Context: an optimization exercise on an open-source flow, tuned for small area. The choices shown serve that exercise and are no tape-out recipe.
Function was checked by simulation only, so behaviour that the tests miss may differ from the original.
The flow treats the clock pin as an ideal source. Dropping or thinning the clock tree relies on that and would not hold on a real chip.
No activity file was given, so power comes from the tool's default toggle rates.

run 1:
==> flow/design.v (excerpt) <==
module calc_func_top(
    input clk,
    input rst,
    input [15:0] sw,
    input btnC,
    input btnU,
    input btnD,
    input btnR,
    input btnL,
    output [3:0] an,
    output [6:0] seg,
    output dp,
    output [15:0] led
    );
Size: about 690 cells after synthesis, ~51 I/O pins, roughly 7300 um^2 of cells after synthesis.
clock: 35.0 ns
lec_check: 0
cap_margin: 0
core_margin: 2
core_utilization: 80
gpl_timing_driven: 0
slew_margin: 0
standard.sh (not shown) runs the stock make flow with config.mk's settings and CLKGATE_MAP_FILE= SYNTH_SCRIPT=/design/flow/synth_recipe.tcl, a recipe that flattens the netlist after the stock synthesis.
==> flow/flow/run.sh <==
#!/bin/bash
# Layout flow: the standard flow (standard.sh) with these changes.
#  - Synthesis: synth_recipe.tcl with Yosys's internal "abc -fast" skipped
#    (synth -noabc), so extract_fa sees the adder cells as the RTL writes
#    them, and the final abc run using an area-only mapping script (the
#    clock period leaves ample slack). Synthesis is run once with each of
#    flow/abc_*.script and the script giving the smallest cell area is used
#    for the layout. Register inference and flip-flop mapping are unchanged.
#  - Port buffers are buf_1 cells; synthesis buffers are removed at floorplan;
#    one tie cell per constant value.
#  - Clock tree: after clock_tree_synthesis, flow/clock_tree.tcl rebuilds it
#    as four buf_12 buffers driven by the clock port, each driving a
#    quarter of the flip-flops grouped by location.
#  - The resizer's repairs may not use buffers larger than buf_4
#    (flow/dont_use_big.tcl).
# Each synthesis trial logs to synth_trial_N.log, the layout to
# standard_flow.log; ORFS also keeps its per-step logs under orfs/logs.
set -euo pipefail
export CLK_LEAVES=4 CLK_ROWS=2 CLK_LEAF_CELL=sky130_fd_sc_hd__buf_12
work=$PWD
reports=$work/orfs/reports/$FLOW_PLATFORM/calc_func_top/base

make_synth_tcl() {
  {
    sed '1s/yosys synth -nofsm -noshare /yosys synth -nofsm -noshare -noabc /' synth_recipe.tcl | head -1
    cat <<TCL
proc abc {args} {
  set i [lsearch -exact \$args -script]
  if { \$i >= 0 } { lset args [expr {\$i + 1}] $1 }
  yosys abc {*}\$args
}
TCL
    tail -n +2 synth_recipe.tcl
  } > custom_synth.tcl
  grep -q -- '-noabc' custom_synth.tcl
}

best=""
best_area=""
for script in "$work"/flow/abc_*.script; do
  n=$(basename "$script" .script)
  make_synth_tcl "$script"
  bash standard.sh "SYNTH_SCRIPT=$work/custom_synth.tcl" synth > "synth_trial_${n#abc_}.log" 2>&1 || continue
  area=$(awk '/Chip area for/ {print $NF}' "$reports/synth_stat.txt" | tail -1)
  echo "$n $area" >> synth_trials.txt
  if [[ -z "$best" ]] || awk -v a="$area" -v b="$best_area" 'BEGIN { exit !(a < b) }'; then
    best=$script
    best_area=$area
  fi
  bash standard.sh clean_synth > /dev/null 2>&1
done
echo "chosen: $(basename "$best") $best_area" >> synth_trials.txt
make_synth_tcl "$best"

bash standard.sh "SYNTH_SCRIPT=$work/custom_synth.tcl" \
  "BUFFER_PORTS_ARGS=-buffer_cell sky130_fd_sc_hd__buf_1" REMOVE_ABC_BUFFERS=1 \
  SKIP_REPAIR_TIE_FANOUT=1 \
  "CTS_ARGS=-sink_clustering_enable -repair_clock_nets -dont_use_dummy_load -buf_list sky130_fd_sc_hd__clkbuf_4" \
  "POST_CTS_TCL=$work/flow/clock_tree.tcl" \
  "PRE_GLOBAL_PLACE_TCL=$work/flow/dont_use_big.tcl" "PRE_RESIZE_TCL=$work/flow/dont_use_big.tcl" \
  "PRE_REPAIR_TIMING_POST_PLACE_TCL=$work/flow/dont_use_big.tcl" "PRE_GLOBAL_ROUTE_TCL=$work/flow/dont_use_big.tcl" \
  finish > standard_flow.log 2>&1
==> flow/flow/abc_1.script <==
strash
dc2
dch -f
map -a
strash
dc2
dch -f
amap
topo
dnsize -c
==> flow/flow/abc_2.script <==
strash
dc2
dch -f
map -a
strash
dc2
dch -f
map -a
strash
dc2
dch -f
amap
topo
dnsize -c
==> flow/flow/abc_3.script <==
strash
dc2
dch -f
map -a
strash
dc2
dch -f
map -a
strash
dc2
dch -f
map -a
strash
dc2
dch -f
amap
topo
dnsize -c
==> flow/flow/abc_4.script <==
strash
dc2
dch -f
amap
topo
dnsize -c
==> flow/flow/abc_5.script <==
strash
dc2
dc2
dch -f
amap
topo
dnsize -c
==> flow/flow/abc_6.script <==
strash
dc2
dch -f
map -a
strash
dc2
dch -f
map -a
topo
dnsize -c
==> flow/flow/dont_use_big.tcl <==
# Keep the resizer's slew and fanout repairs to small buffers: at this clock
# period the large ones only add area.
set_dont_use [get_lib_cells {sky130_fd_sc_hd__buf_6 sky130_fd_sc_hd__buf_8 sky130_fd_sc_hd__buf_12 sky130_fd_sc_hd__buf_16 sky130_fd_sc_hd__clkbuf_8}]
Other scripts of this flow, unchanged in this note and not shown: flow/flow/clock_tree.tcl
Setup changes, run 1 to run 2
- CORE_UTILIZATION changed from 80 to 60
--- a/flow/flow/run.sh
+++ b/flow/flow/run.sh
@@ -10,5 +10,5 @@
 #    one tie cell per constant value.
 #  - Clock tree: after clock_tree_synthesis, flow/clock_tree.tcl rebuilds it
-#    as four buf_12 buffers driven by the clock port, each driving a
+#    as four clkbuf_16 buffers driven by the clock port, each driving a
 #    quarter of the flip-flops grouped by location.
 #  - The resizer's repairs may not use buffers larger than buf_4
==> flow/flow/abc_1.script <==
strash
dc2
dch -f
map -a
strash
dc2
dch -f
map -a
topo
dnsize -c
==> flow/flow/abc_2.script <==
strash
dc2
dc2
dch -f
amap
topo
dnsize -c
==> flow/flow/abc_3.script <==
strash
dc2
dch -f
map -a
strash
dch -f
map -a
topo
dnsize -c
==> flow/flow/abc_4.script <==
strash
dc2
dch -f
map -a
strash
dc2
dch -f
map -a
strash
dc2
dch -f
amap
topo
dnsize -c
==> flow/flow/abc_5.script <==
strash
dc2
dch -f
amap
topo
dnsize -c
removed: flow/flow/abc_6.script
Findings:
Re combinational power share: run 2 and run 1 aren't equal, and the higher value belongs to run 1. Delta (run 2 minus run 1): sum of net half-perimeters after detailed placement went down by 6.4%; total power decreased about 1.9%. Run 1 → run 2: highest clock frequency the design can meet shows an increase of 0.35 MHz; post-route met1 wirelength climbed about 4.4%.
Input changes introduced in run 3 (baseline for comparison: run 2):
--- a/flow/flow/run.sh
+++ b/flow/flow/run.sh
@@ -10,7 +10,7 @@
 #    one tie cell per constant value.
 #  - Clock tree: after clock_tree_synthesis, flow/clock_tree.tcl rebuilds it
-#    as four clkbuf_16 buffers driven by the clock port, each driving a
+#    as four buf_12 buffers driven by the clock port, each driving a
 #    quarter of the flip-flops grouped by location.
-#  - The resizer's repairs may not use buffers larger than buf_4
+#  - The resizer's repairs may not use buffers larger than buf_2
 #    (flow/dont_use_big.tcl).
 # Each synthesis trial logs to synth_trial_N.log, the layout to
==> flow/flow/abc_1.script <==
strash
dc2
dch -f
map -a
strash
dc2
dch -f
amap
topo
dnsize -c
==> flow/flow/abc_2.script <==
strash
dc2
dch -f
map -a
strash
dc2
dch -f
map -a
strash
dc2
dch -f
amap
topo
dnsize -c
==> flow/flow/abc_3.script <==
strash
dc2
dch -f
map -a
strash
dc2
dch -f
map -a
strash
dc2
dch -f
map -a
strash
dc2
dch -f
amap
topo
dnsize -c
==> flow/flow/abc_4.script <==
strash
dc2
dch -f
amap
topo
dnsize -c
==> flow/flow/abc_5.script <==
strash
dc2
dc2
dch -f
amap
topo
dnsize -c
==> flow/flow/abc_6.script (new file) <==
strash
dc2
dch -f
map -a
strash
dc2
dch -f
map -a
topo
dnsize -c
==> flow/flow/dont_use_big.tcl <==
# Keep the resizer's slew and fanout repairs to small buffers: at this clock
# period the large ones only add area.
set_dont_use [get_lib_cells {sky130_fd_sc_hd__buf_4 sky130_fd_sc_hd__clkbuf_4 sky130_fd_sc_hd__bufbuf_8 sky130_fd_sc_hd__bufbuf_16 sky130_fd_sc_hd__clkbuf_16 sky130_fd_sc_hd__buf_6 sky130_fd_sc_hd__buf_8 sky130_fd_sc_hd__buf_12 sky130_fd_sc_hd__buf_16 sky130_fd_sc_hd__clkbuf_8}]
## What came out
- Going from run 2 to run 3, proportion of power drawn by the clock network held steady, placement-stage cell area held steady, final critical-path required period grew by 44 ps, number of global-route vias before repair grew by about 0.6%.
- The launching element of the worst setup path comes out sw[4] in one run and sw[5] in the other, namely in run 3 and run 2 respectively.
- Changes observed in run 3 relative to run 2: layout overhead on the synthesized area decreased by 0.17 points relative to the old numbers, final cell utilization of the core closely matched the old numbers, internal power contribution closely matched the old numbers, met1 usage increased by 0.84 points relative to the old numbers.
> inputs changed (run 3 -> run 4)
- CORE_UTILIZATION: 60 -> 80
--- a/flow/flow/run.sh
+++ b/flow/flow/run.sh
@@ -3,8 +3,9 @@
 #  - Synthesis: synth_recipe.tcl with Yosys's internal "abc -fast" skipped
 #    (synth -noabc), so extract_fa sees the adder cells as the RTL writes
-#    them, and the final abc run using an area-only mapping script (the
-#    clock period leaves ample slack). Synthesis is run once with each of
-#    flow/abc_*.script and the script giving the smallest cell area is used
-#    for the layout. Register inference and flip-flop mapping are unchanged.
+#    them, and the final abc run using an area-oriented script (the clock
+#    period leaves ample slack): ABC's &deepsyn (40 s, with a given seed)
+#    followed by area-only mapping. Synthesis is run once with each of
+#    flow/abc_*.script and the one giving the smallest cell area is used for
+#    the layout. Register inference and flip-flop mapping are unchanged.
 #  - Port buffers are buf_1 cells; synthesis buffers are removed at floorplan;
 #    one tie cell per constant value.
@@ -36,20 +37,29 @@
 }
 
+# Each trial's synthesis results (the whole orfs folder after the synth
+# step) are kept, and the chosen one is put back, so that the layout uses
+# exactly the netlist that was measured (&deepsyn stops on a time limit).
 best=""
 best_area=""
 for script in "$work"/flow/abc_*.script; do
   n=$(basename "$script" .script)
+  n=${n#abc_}
   make_synth_tcl "$script"
-  bash standard.sh "SYNTH_SCRIPT=$work/custom_synth.tcl" synth > "synth_trial_${n#abc_}.log" 2>&1 || continue
+  rm -rf orfs
+  bash standard.sh "SYNTH_SCRIPT=$work/custom_synth.tcl" synth > "synth_trial_$n.log" 2>&1 || continue
   area=$(awk '/Chip area for/ {print $NF}' "$reports/synth_stat.txt" | tail -1)
-  echo "$n $area" >> synth_trials.txt
+  echo "trial $n ($(basename "$script")): $area" >> synth_trials.txt
+  cp -a orfs "synth_trial_$n.orfs"
   if [[ -z "$best" ]] || awk -v a="$area" -v b="$best_area" 'BEGIN { exit !(a < b) }'; then
-    best=$script
+    best=$n
     best_area=$area
   fi
-  bash standard.sh clean_synth > /dev/null 2>&1
 done
-echo "chosen: $(basename "$best") $best_area" >> synth_trials.txt
-make_synth_tcl "$best"
+echo "chosen: trial $best, $best_area" >> synth_trials.txt
+rm -rf orfs
+cp -a "synth_trial_$best.orfs" orfs
+rm -rf synth_trial_*.orfs
+cp "$work/flow/abc_$best.script" chosen_abc.script
+make_synth_tcl "$work/chosen_abc.script"
 
 bash standard.sh "SYNTH_SCRIPT=$work/custom_synth.tcl" \
==> flow/flow/abc_1.script <==
strash
&get -n
&deepsyn -T 40 -S 21
&put
dch -f
map -a
strash
dc2
dch -f
amap
topo
dnsize -c
==> flow/flow/abc_2.script <==
strash
&get -n
&deepsyn -T 40 -S 1
&put
dch -f
map -a
strash
dc2
dch -f
amap
topo
dnsize -c
==> flow/flow/abc_3.script <==
strash
&get -n
&deepsyn -T 40 -S 11
&put
dch -f
map -a
strash
dc2
dch -f
amap
topo
dnsize -c
==> flow/flow/abc_4.script <==
strash
&get -n
&deepsyn -T 40 -S 2
&put
dch -f
map -a
strash
dc2
dch -f
amap
topo
dnsize -c
==> flow/flow/abc_5.script <==
strash
&get -n
&deepsyn -T 40 -S 7
&put
dch -f
map -a
strash
dc2
dch -f
amap
topo
dnsize -c
==> flow/flow/abc_6.script <==
strash
&get -n
&deepsyn -T 40 -S 33
&put
dch -f
map -a
strash
dc2
dch -f
amap
topo
dnsize -c
==> flow/flow/abc_7.script (new file) <==
strash
&get -n
&deepsyn -T 40 -S 0
&put
dch -f
map -a
strash
dc2
dch -f
amap
topo
dnsize -c
==> flow/flow/abc_8.script (new file) <==
strash
dc2
dch -f
map -a
strash
dc2
dch -f
amap
topo
dnsize -c
Results
Compared with run 3, in run 4 internal power of the cells picked up an extra 0.96%, effective utilization at floorplan picked up an extra 21 points, final weighted congestion in routability-driven placement picked up an extra about 3.6%, global-route met2 utilization picked up an extra 23 points.
When run 4 is measured against run 3, its overall power consumption turns out 0.011 mW higher.
From run 3 to run 4 the numbers moved as follows: number of standard-cell rows in the floorplan saw a decrease; area growth from synthesis to layout lower.
Diff run 3 -> run 4: sequential portion of the cell area shows an increase of 0.81 points; via count rose 9.9%; number of antenna violations at the first check in global routing did not really move; aggregate routed wire length shows an increase of 19%.
No run of this note takes its clock network from TritonCTS; it comes from the design's own scripts or RTL.

Starting RTL as in the previous note.
Settings: LEC_CHECK=0, CAP_MARGIN=0, CORE_MARGIN=2, CORE_UTILIZATION=60, GPL_TIMING_DRIVEN=0, SLEW_MARGIN=0; clock period 35.0 ns.
==> flow/flow/run.sh <==
#!/bin/bash
# Layout flow: the standard flow (standard.sh) with these changes.
#  - Synthesis: synth_recipe.tcl with Yosys's internal "abc -fast" skipped
#    (synth -noabc), so extract_fa sees the adder cells as the RTL writes
#    them, and the final abc run using an area-only mapping script (the
#    clock period leaves ample slack). Synthesis is run once with each of
#    flow/abc_*.script and the script giving the smallest cell area is used
#    for the layout. Register inference and flip-flop mapping are unchanged.
#  - Port buffers are buf_1 cells; synthesis buffers are removed at floorplan;
#    one tie cell per constant value.
#  - Clock tree: after clock_tree_synthesis, flow/clock_tree.tcl rebuilds it
#    as four clkbuf_16 buffers driven by the clock port, each driving a
#    quarter of the flip-flops grouped by location.
#  - The resizer's repairs may not use buffers larger than buf_4
#    (flow/dont_use_big.tcl).
# Each synthesis trial logs to synth_trial_N.log, the layout to
# standard_flow.log; ORFS also keeps its per-step logs under orfs/logs.
set -euo pipefail
export CLK_LEAVES=4 CLK_ROWS=2 CLK_LEAF_CELL=sky130_fd_sc_hd__clkbuf_16
work=$PWD
reports=$work/orfs/reports/$FLOW_PLATFORM/calc_func_top/base

make_synth_tcl() {
  {
    sed '1s/yosys synth -nofsm -noshare /yosys synth -nofsm -noshare -noabc /' synth_recipe.tcl | head -1
    cat <<TCL
proc abc {args} {
  set i [lsearch -exact \$args -script]
  if { \$i >= 0 } { lset args [expr {\$i + 1}] $1 }
  yosys abc {*}\$args
}
TCL
    tail -n +2 synth_recipe.tcl
  } > custom_synth.tcl
  grep -q -- '-noabc' custom_synth.tcl
}

best=""
best_area=""
for script in "$work"/flow/abc_*.script; do
  n=$(basename "$script" .script)
  make_synth_tcl "$script"
  bash standard.sh "SYNTH_SCRIPT=$work/custom_synth.tcl" synth > "synth_trial_${n#abc_}.log" 2>&1 || continue
  area=$(awk '/Chip area for/ {print $NF}' "$reports/synth_stat.txt" | tail -1)
  echo "$n $area" >> synth_trials.txt
  if [[ -z "$best" ]] || awk -v a="$area" -v b="$best_area" 'BEGIN { exit !(a < b) }'; then
    best=$script
    best_area=$area
  fi
  bash standard.sh clean_synth > /dev/null 2>&1
done
echo "chosen: $(basename "$best") $best_area" >> synth_trials.txt
make_synth_tcl "$best"

bash standard.sh "SYNTH_SCRIPT=$work/custom_synth.tcl" \
  "BUFFER_PORTS_ARGS=-buffer_cell sky130_fd_sc_hd__buf_1" REMOVE_ABC_BUFFERS=1 \
  SKIP_REPAIR_TIE_FANOUT=1 \
  "CTS_ARGS=-sink_clustering_enable -repair_clock_nets -dont_use_dummy_load -buf_list sky130_fd_sc_hd__clkbuf_4" \
  "POST_CTS_TCL=$work/flow/clock_tree.tcl" \
  "PRE_GLOBAL_PLACE_TCL=$work/flow/dont_use_big.tcl" "PRE_RESIZE_TCL=$work/flow/dont_use_big.tcl" \
  "PRE_REPAIR_TIMING_POST_PLACE_TCL=$work/flow/dont_use_big.tcl" "PRE_GLOBAL_ROUTE_TCL=$work/flow/dont_use_big.tcl" \
  finish > standard_flow.log 2>&1
==> flow/flow/abc_1.script <==
strash
dc2
dch -f
map -a
strash
dc2
dch -f
map -a
topo
dnsize -c
==> flow/flow/abc_2.script <==
strash
dc2
dc2
dch -f
amap
topo
dnsize -c
==> flow/flow/abc_3.script <==
strash
dc2
dch -f
map -a
strash
dch -f
map -a
topo
dnsize -c
==> flow/flow/abc_4.script <==
strash
dc2
dch -f
map -a
strash
dc2
dch -f
map -a
strash
dc2
dch -f
amap
topo
dnsize -c
==> flow/flow/abc_5.script <==
strash
dc2
dch -f
amap
topo
dnsize -c
==> flow/flow/clock_tree.tcl <==
# POST_CTS hook: replace the clock tree that clock_tree_synthesis built with
# a two-level tree: the clock port drives N leaf buffers, each driving one
# cluster of flip-flops (equal-sized clusters by placed location).
set nleaf [expr { [info exists ::env(CLK_LEAVES)] ? $::env(CLK_LEAVES) : 4 }]
set leaf_cell [expr { [info exists ::env(CLK_LEAF_CELL)] ? $::env(CLK_LEAF_CELL) : "sky130_fd_sc_hd__clkbuf_8" }]
set db [ord::get_db]
set block [ord::get_db_block]
set clk_net [$block findNet clk]

# Collect the clock sinks (register clock pins) behind the CTS buffers and
# remove those buffers and their nets.
proc collect_sinks { net } {
  set sinks {}
  foreach it [$net getITerms] {
    if { [$it isInputSignal] == 0 && [$it isOutputSignal] } { continue }
    set inst [$it getInst]
    set m [[$inst getMaster] getName]
    if { [string match "*clkbuf*" $m] && [[$it getMTerm] getName] eq "A" } {
      set onet [[$inst findITerm X] getNet]
      lappend ::to_delete_insts $inst
      lappend ::to_delete_nets $onet
      set sinks [concat $sinks [collect_sinks $onet]]
    } else {
      lappend sinks $it
    }
  }
  return $sinks
}
set ::to_delete_insts {}
set ::to_delete_nets {}
set sinks [collect_sinks $clk_net]
puts "clock_tree.tcl: [llength $sinks] sinks, [llength $::to_delete_insts] CTS buffers removed, $nleaf leaves of $leaf_cell"
foreach it $sinks { $it disconnect }
foreach inst $::to_delete_insts { odb::dbInst_destroy $inst }
foreach n $::to_delete_nets { if { $n ne "NULL" && $n ne "" } { odb::dbNet_destroy $n } }

# Sink locations (centre of each instance).
set pts {}
foreach it $sinks {
  set bb [[$it getInst] getBBox]
  lappend pts [list [expr { ([$bb xMin] + [$bb xMax]) / 2.0 }] [expr { ([$bb yMin] + [$bb yMax]) / 2.0 }]]
}
# Balanced clusters: split the sinks into CLK_ROWS bands by y, then each
# band into equal groups by x.
set nrows [expr { [info exists ::env(CLK_ROWS)] ? $::env(CLK_ROWS) : 2 }]
set ncols [expr { $nleaf / $nrows }]
set n [llength $pts]
set idx {}
for { set i 0 } { $i < $n } { incr i } { lappend idx [list $i {*}[lindex $pts $i]] }
set byy [lsort -real -index 2 $idx]
set assign [lrepeat $n 0]
set cent {}
set k 0
for { set r 0 } { $r < $nrows } { incr r } {
  set lo [expr { $r * $n / $nrows }]; set hi [expr { ($r + 1) * $n / $nrows }]
  set band [lsort -real -index 1 [lrange $byy $lo [expr { $hi - 1 }]]]
  set m [llength $band]
  for { set c 0 } { $c < $ncols } { incr c } {
    set glo [expr { $c * $m / $ncols }]; set ghi [expr { ($c + 1) * $m / $ncols }]
    set sx 0.0; set sy 0.0
    foreach e [lrange $band $glo [expr { $ghi - 1 }]] {
      lset assign [lindex $e 0] $k
      set sx [expr { $sx + [lindex $e 1] }]; set sy [expr { $sy + [lindex $e 2] }]
    }
    set cnt [expr { $ghi - $glo }]
    lappend cent [list [expr { $sx / $cnt }] [expr { $sy / $cnt }]]
    incr k
  }
}
set nleaf $k

set master [$db findMaster $leaf_cell]
for { set k 0 } { $k < $nleaf } { incr k } {
  set inst [odb::dbInst_create $block $master "clkbuf_leaf_$k"]
  set net [odb::dbNet_create $block "clknet_leaf_$k"]
  $net setSigType CLOCK
  [$inst findITerm A] connect $clk_net
  [$inst findITerm X] connect $net
  set c 0
  for { set i 0 } { $i < $n } { incr i } {
    if { [lindex $assign $i] == $k } { [lindex $sinks $i] connect $net; incr c }
  }
  lassign [lindex $cent $k] cx cy
  $inst setLocation [expr { int($cx) }] [expr { int($cy) }]
  $inst setPlacementStatus PLACED
  puts "clock_tree.tcl: leaf $k drives $c sinks"
}
detailed_placement
check_placement -verbose
estimate_parasitics -placement
report_clock_skew
report_check_types -max_slew -max_capacitance -violators
Other scripts of this flow, unchanged in this note and not shown: flow/flow/dont_use_big.tcl
The first run finished clean.
==> next run, changes <==
--- a/flow/flow/run.sh
+++ b/flow/flow/run.sh
@@ -4,6 +4,7 @@
 #    (synth -noabc), so extract_fa sees the adder cells as the RTL writes
-#    them, and the final abc run using an area-only mapping script (the
-#    clock period leaves ample slack). Synthesis is run once with each of
-#    flow/abc_*.script and the script giving the smallest cell area is used
-#    for the layout. Register inference and flip-flop mapping are unchanged.
+#    them, and the final abc run using an area-oriented script (the clock
+#    period leaves ample slack): ABC's &deepsyn (40 s, with a given seed)
+#    followed by area-only mapping. Synthesis is run once with each of
+#    flow/abc_*.script and the one giving the smallest cell area is used for
+#    the layout. Register inference and flip-flop mapping are unchanged.
 #  - Port buffers are buf_1 cells; synthesis buffers are removed at floorplan;
@@ -11,3 +12,3 @@
 #  - Clock tree: after clock_tree_synthesis, flow/clock_tree.tcl rebuilds it
-#    as four clkbuf_16 buffers driven by the clock port, each driving a
+#    as four buf_12 buffers driven by the clock port, each driving a
 #    quarter of the flip-flops grouped by location.
@@ -18,3 +19,3 @@
 set -euo pipefail
-export CLK_LEAVES=4 CLK_ROWS=2 CLK_LEAF_CELL=sky130_fd_sc_hd__clkbuf_16
+export CLK_LEAVES=4 CLK_ROWS=2 CLK_LEAF_CELL=sky130_fd_sc_hd__buf_12
 work=$PWD
@@ -37,2 +38,5 @@
 
+# Each trial's synthesis results (the whole orfs folder after the synth
+# step) are kept, and the chosen one is put back, so that the layout uses
+# exactly the netlist that was measured (&deepsyn stops on a time limit).
 best=""
@@ -41,14 +45,20 @@
   n=$(basename "$script" .script)
+  n=${n#abc_}
   make_synth_tcl "$script"
-  bash standard.sh "SYNTH_SCRIPT=$work/custom_synth.tcl" synth > "synth_trial_${n#abc_}.log" 2>&1 || continue
+  rm -rf orfs
+  bash standard.sh "SYNTH_SCRIPT=$work/custom_synth.tcl" synth > "synth_trial_$n.log" 2>&1 || continue
   area=$(awk '/Chip area for/ {print $NF}' "$reports/synth_stat.txt" | tail -1)
-  echo "$n $area" >> synth_trials.txt
+  echo "trial $n ($(basename "$script")): $area" >> synth_trials.txt
+  cp -a orfs "synth_trial_$n.orfs"
   if [[ -z "$best" ]] || awk -v a="$area" -v b="$best_area" 'BEGIN { exit !(a < b) }'; then
-    best=$script
+    best=$n
     best_area=$area
   fi
-  bash standard.sh clean_synth > /dev/null 2>&1
 done
-echo "chosen: $(basename "$best") $best_area" >> synth_trials.txt
-make_synth_tcl "$best"
+echo "chosen: trial $best, $best_area" >> synth_trials.txt
+rm -rf orfs
+cp -a "synth_trial_$best.orfs" orfs
+rm -rf synth_trial_*.orfs
+cp "$work/flow/abc_$best.script" chosen_abc.script
+make_synth_tcl "$work/chosen_abc.script"
 
==> flow/flow/abc_1.script (replaced) <==
strash
&get -n
&deepsyn -T 40 -S 21
&put
dch -f
map -a
strash
dc2
dch -f
amap
topo
dnsize -c
==> flow/flow/abc_2.script (replaced) <==
strash
&get -n
&deepsyn -T 40 -S 1
&put
dch -f
map -a
strash
dc2
dch -f
amap
topo
dnsize -c
==> flow/flow/abc_3.script (replaced) <==
strash
&get -n
&deepsyn -T 40 -S 11
&put
dch -f
map -a
strash
dc2
dch -f
amap
topo
dnsize -c
==> flow/flow/abc_4.script (replaced) <==
strash
&get -n
&deepsyn -T 40 -S 2
&put
dch -f
map -a
strash
dc2
dch -f
amap
topo
dnsize -c
==> flow/flow/abc_5.script (replaced) <==
strash
&get -n
&deepsyn -T 40 -S 7
&put
dch -f
map -a
strash
dc2
dch -f
amap
topo
dnsize -c
==> flow/flow/abc_6.script (new file) <==
strash
&get -n
&deepsyn -T 40 -S 33
&put
dch -f
map -a
strash
dc2
dch -f
amap
topo
dnsize -c
==> flow/flow/abc_7.script (new file) <==
strash
&get -n
&deepsyn -T 40 -S 0
&put
dch -f
map -a
strash
dc2
dch -f
amap
topo
dnsize -c
==> flow/flow/abc_8.script (new file) <==
strash
dc2
dch -f
map -a
strash
dc2
dch -f
amap
topo
dnsize -c
Settings changed: CORE_UTILIZATION 60 to 80.
- die area decreases by 25%
- cell area decreases by 2.3%
- global-route usage increases by 13 points
- synthesized cell count decreases by 1.4%
- total power increases by 2.2%
==> next run, changes <==
==> flow/flow/abc_1.script (replaced) <==
strash
&get -n
&deepsyn -T 40 -S 0
&put
dch -f
map -a
strash
dc2
dch -f
amap
topo
dnsize -c
==> flow/flow/abc_3.script (replaced) <==
strash
&get -n
&deepsyn -T 40 -S 2
&put
dch -f
map -a
strash
dc2
dch -f
amap
topo
dnsize -c
==> flow/flow/abc_4.script (replaced) <==
strash
&get -n
&deepsyn -T 40 -S 7
&put
dch -f
map -a
strash
dc2
dch -f
amap
topo
dnsize -c
==> flow/flow/abc_5.script (replaced) <==
strash
&get -n
&deepsyn -T 40 -S 11
&put
dch -f
map -a
strash
dc2
dch -f
amap
topo
dnsize -c
==> flow/flow/abc_6.script (replaced) <==
strash
dc2
dch -f
map -a
strash
dc2
dch -f
amap
topo
dnsize -c
removed: flow/flow/abc_7.script
removed: flow/flow/abc_8.script
What happened: Worst setup slack does not change. Critical path depth stays the same. Synthesized area does not change. Routed wire length stays the same. Cell area does not change. Die area is unchanged. Power stays the same.
==> next run, changes <==
--- a/flow/flow/run.sh
+++ b/flow/flow/run.sh
@@ -4,7 +4,6 @@
 #    (synth -noabc), so extract_fa sees the adder cells as the RTL writes
-#    them, and the final abc run using an area-oriented script (the clock
-#    period leaves ample slack): ABC's &deepsyn (40 s, with a given seed)
-#    followed by area-only mapping. Synthesis is run once with each of
-#    flow/abc_*.script and the one giving the smallest cell area is used for
-#    the layout. Register inference and flip-flop mapping are unchanged.
+#    them, and the final abc run using an area-only mapping script (the
+#    clock period leaves ample slack). Synthesis is run once with each of
+#    flow/abc_*.script and the script giving the smallest cell area is used
+#    for the layout. Register inference and flip-flop mapping are unchanged.
 #  - Port buffers are buf_1 cells; synthesis buffers are removed at floorplan;
@@ -38,5 +37,2 @@
 
-# Each trial's synthesis results (the whole orfs folder after the synth
-# step) are kept, and the chosen one is put back, so that the layout uses
-# exactly the netlist that was measured (&deepsyn stops on a time limit).
 best=""
@@ -45,20 +41,14 @@
   n=$(basename "$script" .script)
-  n=${n#abc_}
   make_synth_tcl "$script"
-  rm -rf orfs
-  bash standard.sh "SYNTH_SCRIPT=$work/custom_synth.tcl" synth > "synth_trial_$n.log" 2>&1 || continue
+  bash standard.sh "SYNTH_SCRIPT=$work/custom_synth.tcl" synth > "synth_trial_${n#abc_}.log" 2>&1 || continue
   area=$(awk '/Chip area for/ {print $NF}' "$reports/synth_stat.txt" | tail -1)
-  echo "trial $n ($(basename "$script")): $area" >> synth_trials.txt
-  cp -a orfs "synth_trial_$n.orfs"
+  echo "$n $area" >> synth_trials.txt
   if [[ -z "$best" ]] || awk -v a="$area" -v b="$best_area" 'BEGIN { exit !(a < b) }'; then
-    best=$n
+    best=$script
     best_area=$area
   fi
+  bash standard.sh clean_synth > /dev/null 2>&1
 done
-echo "chosen: trial $best, $best_area" >> synth_trials.txt
-rm -rf orfs
-cp -a "synth_trial_$best.orfs" orfs
-rm -rf synth_trial_*.orfs
-cp "$work/flow/abc_$best.script" chosen_abc.script
-make_synth_tcl "$work/chosen_abc.script"
+echo "chosen: $(basename "$best") $best_area" >> synth_trials.txt
+make_synth_tcl "$best"
 
==> flow/flow/abc_1.script (replaced) <==
strash
dc2
dch -f
map -a
strash
dc2
dch -f
amap
topo
dnsize -c
==> flow/flow/abc_2.script (replaced) <==
strash
dc2
dch -f
map -a
strash
dc2
dch -f
map -a
strash
dc2
dch -f
amap
topo
dnsize -c
==> flow/flow/abc_3.script (replaced) <==
strash
dc2
dch -f
map -a
strash
dc2
dch -f
map -a
strash
dc2
dch -f
map -a
strash
dc2
dch -f
amap
topo
dnsize -c
==> flow/flow/abc_4.script (replaced) <==
strash
dc2
dch -f
amap
topo
dnsize -c
==> flow/flow/abc_5.script (replaced) <==
strash
dc2
dc2
dch -f
amap
topo
dnsize -c
==> flow/flow/abc_6.script (replaced) <==
strash
dc2
dch -f
map -a
strash
dc2
dch -f
map -a
topo
dnsize -c
Settings changed: CORE_UTILIZATION 80 to 60.
Outcome: The changed run passed the timing, DRC and antenna checks. Worst hold slack hardly moves. Sequential share of layout area drops by 0.82 points. Worst setup slack gets better by 0.020 ns. Critical path depth stays the same. Via count decreases by 9.5%. Total power falls by 3.0%. Sequential cell count is unchanged. Die area goes up by 34%. Wire length fell by 14%.
In every run of this note, the design's own scripts or RTL, not TritonCTS, make the clock network.

separate check: timing with driven ports:
The flow's constraints put no driver on any port. The routed layouts listed below were extracted and timed again, unchanged, in two steps. Step 1 (the two cells are an assumption about what drives the block):
set clk [get_ports {clk}]
set_driving_cell -lib_cell sky130_fd_sc_hd__clkbuf_16 $clk
set_driving_cell -lib_cell sky130_fd_sc_hd__buf_2 [delete_from_list [all_inputs] $clk]
Step 2, shift: input delay + t, output delay - t, t = (earliest + latest rising clock arrival at the registers) / 2. This alone moves slack from input paths to output paths. a / b / c = no drivers / after step 1 / after step 2; a / b = the first two.
run	t, ns	setup slack, ns	worst setup path at the end	latest minus earliest clock arrival (ns)	worst data-port slew with drivers (ns)
run 1	0.226	10.376 / 10.436 / 10.210	input to register	0.011 / 0.011	0.04
run 2	0.225	10.585 / 10.646 / 10.421	input to register	0.016 / 0.016	0.04
run 3	0.224	10.541 / 10.602 / 10.378	input to register	0.012 / 0.012	0.03
run 4	0.227	10.529 / 10.593 / 10.366	input to register	0.012 / 0.012	0.03
the first run of note 2	0.240	10.653 / 10.704 / 10.463	input to register	0.014 / 0.015	0.03
the second run of note 2	0.226	10.566 / 10.629 / 10.403	input to register	0.012 / 0.011	0.03
the third run of note 2	0.226	10.566 / 10.629 / 10.403	input to register	0.012 / 0.011	0.03
the fourth run of note 2	0.225	10.585 / 10.646 / 10.421	input to register	0.016 / 0.016	0.04
After both steps setup and hold are still met in every run listed. The setup slack of the first run of note 2, which loses most, moves by +0.051 ns with the drivers and by -0.190 ns with both steps.
